Background: an optimization exercise with open tools, aiming at small area. Do not read the settings as production practice. In this exercise RTL edits were held to simulation tests only and were not proved equivalent to the original. The clock port is modelled as an ideal driver, which makes a skipped or thinned clock tree look cheaper than it is; a real chip needs a root buffer or a tree. Power is estimated from default activity; no workload was simulated.

==> flow/design.v <==
module kitchenTimer (
	input		M_INPUT,
	input		S_INPUT,
	input		START,
	input		STOP,
	input		UP_DOWN,
	input		CLK,
	input		RES,
	output		DIG_1,
	output		DIG_2,
	output		DIG_3,
	output		DIG_4,
	output	[6:0]	LIGHT_SEG,
	output		DP,
	output		ARM
);
reg	[16:0]	hs;
wire		half = (hs & 17'h1DCD5) == 17'h1DCD5;	 
wire		dbp  = (hs[12:0] == 13'h1000);
reg	[17:0]	cnt;
reg	rm, rs, rt, rp;
reg	dm, ds, dt, dp;
always @(posedge CLK or posedge RES) begin
	if (RES) begin
		rm <= 1'b0; rs <= 1'b0; rt <= 1'b0; rp <= 1'b0;
	end else if (dbp) begin
		rm <= M_INPUT;
		rs <= S_INPUT;
		rt <= START;
		rp <= ~(STOP & ~START);
	end
end
always @(posedge CLK) begin
	if (dbp) begin
		dm <= rm;
		ds <= rs;
		dt <= rt;
		dp <= rp;
	end
end
wire	lud = cnt[0];	 
wire	ps  = cnt[1];	 
wire	pm  = cnt[2];	 
wire	pd  = cnt[3];	 
wire	ru  = cnt[4];	 
wire	du  = cnt[5];
wire	deb_m     = rm & ~dm & dbp;
wire	deb_s     = rs & ~ds & dbp;
wire	deb_start = rt & ~dt & dbp;
wire	deb_ud    = ru & ~du & dbp;
wire	deb_stop  = rp & ~dp & dbp & ~deb_start;
always @(posedge CLK or posedge RES) begin
	if (RES)
		hs <= 17'd0;
	else if (deb_s | deb_m | half)
		hs <= 17'd0;
	else
		hs <= hs + 17'd1;
end
reg	ls, lt;
always @(posedge CLK or posedge RES) begin
	if (RES) begin
		ls <= 1'b0;
		lt <= 1'b0;
	end else if (deb_start | deb_stop) begin
		ls <= deb_start;
		lt <= deb_stop;
	end
end
wire	setm = ~ls & ~lt;
reg	[3:0]	sl;
reg	[2:0]	sh;
reg	[3:0]	ml;
reg	[3:0]	mh;
wire	sl_z = ~|sl;
wire	sh_z = ~|sh;
wire	ml_z = ~|ml;
wire	mh_z = ~|mh;
wire	all_z = sl_z & sh_z & ml_z & mh_z;
wire	osp  = (cnt & 18'h3B9AC) == 18'h3B9AC;	 
wire	cd   = osp & ls & ~all_z;
wire	dn   = ls | pd;
wire	sl_w = dn ? sl_z : (sl[3] & sl[0]);
wire	sh_w = dn ? sh_z : (sh[2] & sh[0]);
wire	ml_w = dn ? ml_z : (ml[3] & ml[0]);
wire	mh_w = dn ? mh_z : (mh[3] & mh[0]);
wire	en_sl = cd | (setm & ps);
wire	en_sh = en_sl & sl_w;
wire	en_ml = (cd & sl_z & sh_z) | (setm & pm);
wire	en_mh = en_ml & ml_w;
function [3:0] tog10;
	input [3:0] d;
	input dn;
	input w;
	reg c1, c2, c3;
	begin
		c1 = d[0] ^ dn;
		c2 = c1 & (d[1] ^ dn);
		c3 = c2 & (d[2] ^ dn);
		tog10 = {c3 | w, c2 & ~w, c1 & ~w, 1'b1};
	end
endfunction
function [2:0] tog6;
	input [2:0] d;
	input dn;
	input w;
	reg c1, c2;
	begin
		c1 = d[0] ^ dn;
		c2 = c1 & (d[1] ^ dn);
		tog6 = {c2 | w, c1 & ~w, 1'b1};
	end
endfunction
always @(posedge CLK or posedge RES) begin
	if (RES) begin
		sl <= 4'd0;
		sh <= 3'd0;
		ml <= 4'd0;
		mh <= 4'd0;
	end else begin
		sl <= sl ^ ({4{en_sl}} & tog10(sl, dn, sl_w));
		sh <= sh ^ ({3{en_sh}} & tog6(sh, dn, sh_w));
		ml <= ml ^ ({4{en_ml}} & tog10(ml, dn, ml_w));
		mh <= mh ^ ({4{en_mh}} & tog10(mh, dn, mh_w));
	end
end
wire	awp  = (cnt & 18'h004C4) == 18'h004C4;	 
wire	aw_z = (cnt[10:0] == 11'd0);
always @(posedge CLK or posedge RES) begin
	if (RES)
		cnt <= 18'd0;
	else if (ls) begin
		if (all_z) begin				 
			cnt[16:0] <= awp ? 17'd0 : cnt[16:0] + 17'd1;
			cnt[17]   <= cnt[17] ^ aw_z;
		end else					 
			cnt <= osp ? 18'd0 : cnt + 18'd1;
	end else if (~lt) begin				 
		if (deb_start | deb_stop)
			cnt[5:0] <= 6'd0;
		else begin
			cnt[0] <= lud ^ deb_ud;
			cnt[1] <= deb_s | (ds & half);
			cnt[2] <= deb_m | (dm & half);
			cnt[3] <= lud;
			if (dbp) begin
				cnt[4] <= ~UP_DOWN;
				cnt[5] <= ru;
			end
		end
	end
end
assign ARM = cnt[17] & all_z & (ls | lt);
localparam [7:0] X_START = 8'h07;
reg	[7:0]	x_q;
wire	[7:0]	x = x_q ^ X_START;
reg	[1:0]	y;
reg	[3:0]	r;
wire		xw = (x & 8'hFC) == 8'hFC;		 
wire	[1:0]	yn = y + {1'b0, xw};
reg	[3:0]	dsel;
always @(*) begin
	case (yn)
		2'd0:	 dsel = mh;
		2'd1:	 dsel = ml;
		2'd2:	 dsel = {1'b0, sh};
		default: dsel = sl;
	endcase
end
always @(posedge CLK or posedge RES) begin
	if (RES) begin
		x_q <= 8'd0;
		y   <= 2'd0;
		r   <= 4'd0;
	end else begin
		x_q <= (xw ? 8'd8 : x + 8'd1) ^ X_START;
		y   <= yn;
		r   <= ~dsel;
	end
end
wire	lit = |x[7:5];
assign DIG_1 = lit & (y == 2'd0);
assign DIG_2 = lit & (y == 2'd1);
assign DIG_3 = lit & (y == 2'd2);
assign DIG_4 = lit & (y == 2'd3);
reg	[6:0]	seg;
always @(*) begin
	case (r)
		4'd0:	 seg = 7'b0000000;
		4'd1:	 seg = 7'b0001101;
		4'd2:	 seg = 7'b0011011;
		4'd3:	 seg = 7'b0111011;
		4'd4:	 seg = 7'b0101001;
		4'd5:	 seg = 7'b0101101;
		4'd6:	 seg = 7'b1111011;	 
		4'd7:	 seg = 7'b1111111;	 
		4'd8:	 seg = 7'b1110010;	 
		4'd9:	 seg = 7'b1011111;	 
		4'd10:	 seg = 7'b1011011;	 
		4'd11:	 seg = 7'b0110011;	 
		4'd12:	 seg = 7'b1111001;	 
		4'd13:	 seg = 7'b1101101;	 
		4'd14:	 seg = 7'b0110000;	 
		default: seg = 7'b1111110;	 
	endcase
end
assign LIGHT_SEG = seg;
assign DP = 1'b0;
endmodule
export LEC_CHECK = 0
export CAP_MARGIN = 20
export CORE_MARGIN = 2
export CORE_UTILIZATION = 85
export SLEW_MARGIN = 20
create_clock -name core_clock -period 10.0 [get_ports {CLK}]
standard.sh (not shown) runs the stock make flow with config.mk's settings and CLKGATE_MAP_FILE= SYNTH_SCRIPT=/design/flow/synth_recipe.tcl, a recipe that flattens the netlist after the stock synthesis.
==> flow/flow/run.sh <==
#!/bin/bash
# Standard synthesis, then an area-oriented re-mapping of its combinational
# logic (registers untouched), then the standard layout steps with smaller
# port buffers and a smaller clock tree (flow/clock_tree.tcl).
set -euo pipefail
W=$(pwd)
RES=$W/orfs/results/sky130hd/kitchenTimer/base
bash standard.sh synth > $W/log_1_standard_synth.txt 2>&1
cp $RES/1_2_yosys.v $W/std_synth.v
# one re-mapping per ABC script, four at a time; the smallest is kept
for s in $W/flow/area*.abc; do
  k=$(basename $s .abc)
  REMAP_SCRIPT=$s REMAP_OUT=$W/remapped_$k.v yosys -c $W/flow/remap.tcl > $W/log_2_remap_$k.txt 2>&1 &
  while [ $(jobs -r | wc -l) -ge 4 ]; do sleep 1; done
done
wait
best=""; best_area=""
for s in $W/flow/area*.abc; do
  k=$(basename $s .abc)
  a=$(sed -n 's/^REMAP .* area \([0-9.]*\)$/\1/p' $W/log_2_remap_$k.txt | tail -1)
  [ -n "$a" ] && [ -s $W/remapped_$k.v ] || continue
  if grep -qE "^\s*(reg|always)\b" $W/remapped_$k.v; then continue; fi
  if [ -z "$best" ] || awk "BEGIN{exit !($a < $best_area)}"; then best=$k; best_area=$a; fi
done
[ -n "$best" ] || { echo "no re-mapping succeeded" >&2; exit 1; }
echo "re-mapping kept: $best, area $best_area" | tee $W/log_2_remap_choice.txt
cp $W/remapped_$best.v $RES/1_2_yosys.v
bash standard.sh \
  "BUFFER_PORTS_ARGS=-buffer_cell sky130_fd_sc_hd__buf_1" \
  "CTS_ARGS=-sink_clustering_enable -repair_clock_nets -dont_use_dummy_load" \
  "POST_CTS_TCL=$W/flow/clock_tree.tcl" \
  finish > $W/log_3_layout.txt 2>&1
Other scripts of this flow, unchanged in this note and not shown: flow/flow/area0.abc, flow/flow/area1.abc, flow/flow/area2.abc, flow/flow/area3.abc, flow/flow/area4.abc, flow/flow/area5.abc, flow/flow/area6.abc, flow/flow/clock_tree.tcl, flow/flow/remap.tcl
The baseline produced a clean layout.
==> next run, changes <==
--- a/flow/config.mk
+++ b/flow/config.mk
@@ -10 +10 @@
-export CORE_UTILIZATION = 85
+export CORE_UTILIZATION = 80
The new run ran to the end with no violations.
Sequential power is about the same.
Total power barely changes.
Routed wire length goes down by 13%.
Area after synthesis does not change.
Via count goes down by 6.5%.
No run of this note takes its clock network from TritonCTS; it comes from the design's own scripts or RTL.

========
kitchenTimer, a different RTL version from the one above (not shown whole).
Size in the first run: roughly 400 cells after synthesis, about 4000 sq um of cells after synthesis.
// kitchenTimer
module kitchenTimer (
	input		M_INPUT,
	input		S_INPUT,
	input		START,
	input		STOP,
	input		UP_DOWN,
	input		CLK,
	input		RES,
	output		DIG_1,
	output		DIG_2,
	output		DIG_3,
	output		DIG_4,
	output	[6:0]	LIGHT_SEG,
	output		DP,
	output		ARM
);
Settings: LEC_CHECK=0, CAP_MARGIN=20, CORE_MARGIN=2, CORE_UTILIZATION=88, PLACE_DENSITY=0.92, SLEW_MARGIN=20; clock period 10.0 ns.
==> flow/flow/run.sh <==
#!/bin/bash
# Standard synthesis, then an area-oriented re-mapping of its combinational
# logic (registers untouched), then the standard layout steps with smaller
# port buffers and clock tree settings.
set -euo pipefail
W=$(pwd)
RES=$W/orfs/results/sky130hd/kitchenTimer/base
bash standard.sh synth > $W/log_1_standard_synth.txt 2>&1
cp $RES/1_2_yosys.v $W/std_synth.v
yosys -c $W/flow/remap.tcl > $W/log_2_remap.txt 2>&1
if grep -qE "^\s*(reg|always)\b" $W/remapped.v; then echo "remapped netlist is not structural" >&2; exit 1; fi
cp $W/remapped.v $RES/1_2_yosys.v
bash standard.sh \
  "BUFFER_PORTS_ARGS=-buffer_cell sky130_fd_sc_hd__buf_1" \
  "CTS_ARGS=-sink_clustering_enable -repair_clock_nets -dont_use_dummy_load" \
  finish > $W/log_3_layout.txt 2>&1
Other scripts of this flow, unchanged in this note and not shown: flow/flow/area0.abc, flow/flow/area1.abc, flow/flow/area2.abc, flow/flow/area3.abc, flow/flow/remap.tcl
The first run ended with an error in 3_1_place_gp_skip_io.
Edit:
--- a/flow/config.mk
+++ b/flow/config.mk
@@ -8,5 +8,4 @@
 export CAP_MARGIN = 20
 export CORE_MARGIN = 2
-export CORE_UTILIZATION = 88
-export PLACE_DENSITY = 0.92
+export CORE_UTILIZATION = 80
 export SLEW_MARGIN = 20
After rerunning: This time the run went through all stages and came out clean; area after synthesis is unchanged; synthesized cell count stays the same.

## what the ideal ports hide
No port has a modelled driver above. Below, the same layouts with a new extraction and two added sets of constraints.
Step 1 sets driving cells, clkbuf_16 on the clock port and buf_2 on the other inputs (assumed; they add their load-dependent delay and slew).
Step 2 adds t to the input delays and takes it off the output delays; t is the mean of the earliest and latest rising clock arrival at the registers after step 1. Input paths then give back, and output paths get back, about the clock's delay inside the block.
a / b / c = ideal ports / drivers / drivers and shift; a / b = the first two.
| run | t, ns | slack for setup (ns) | worst setup path at the end |
|---|---|---|---|
| the first run of note 1 | 0.217 | 5.869 / 5.807 / 6.024 | register to output |
| the second run of note 1 | 0.215 | 5.964 / 5.900 / 6.116 | register to output |
| the second run of note 2 | 0.383 | 6.383 / 6.383 / 6.383 | register to register |
After both steps setup and hold are still met in every run listed.
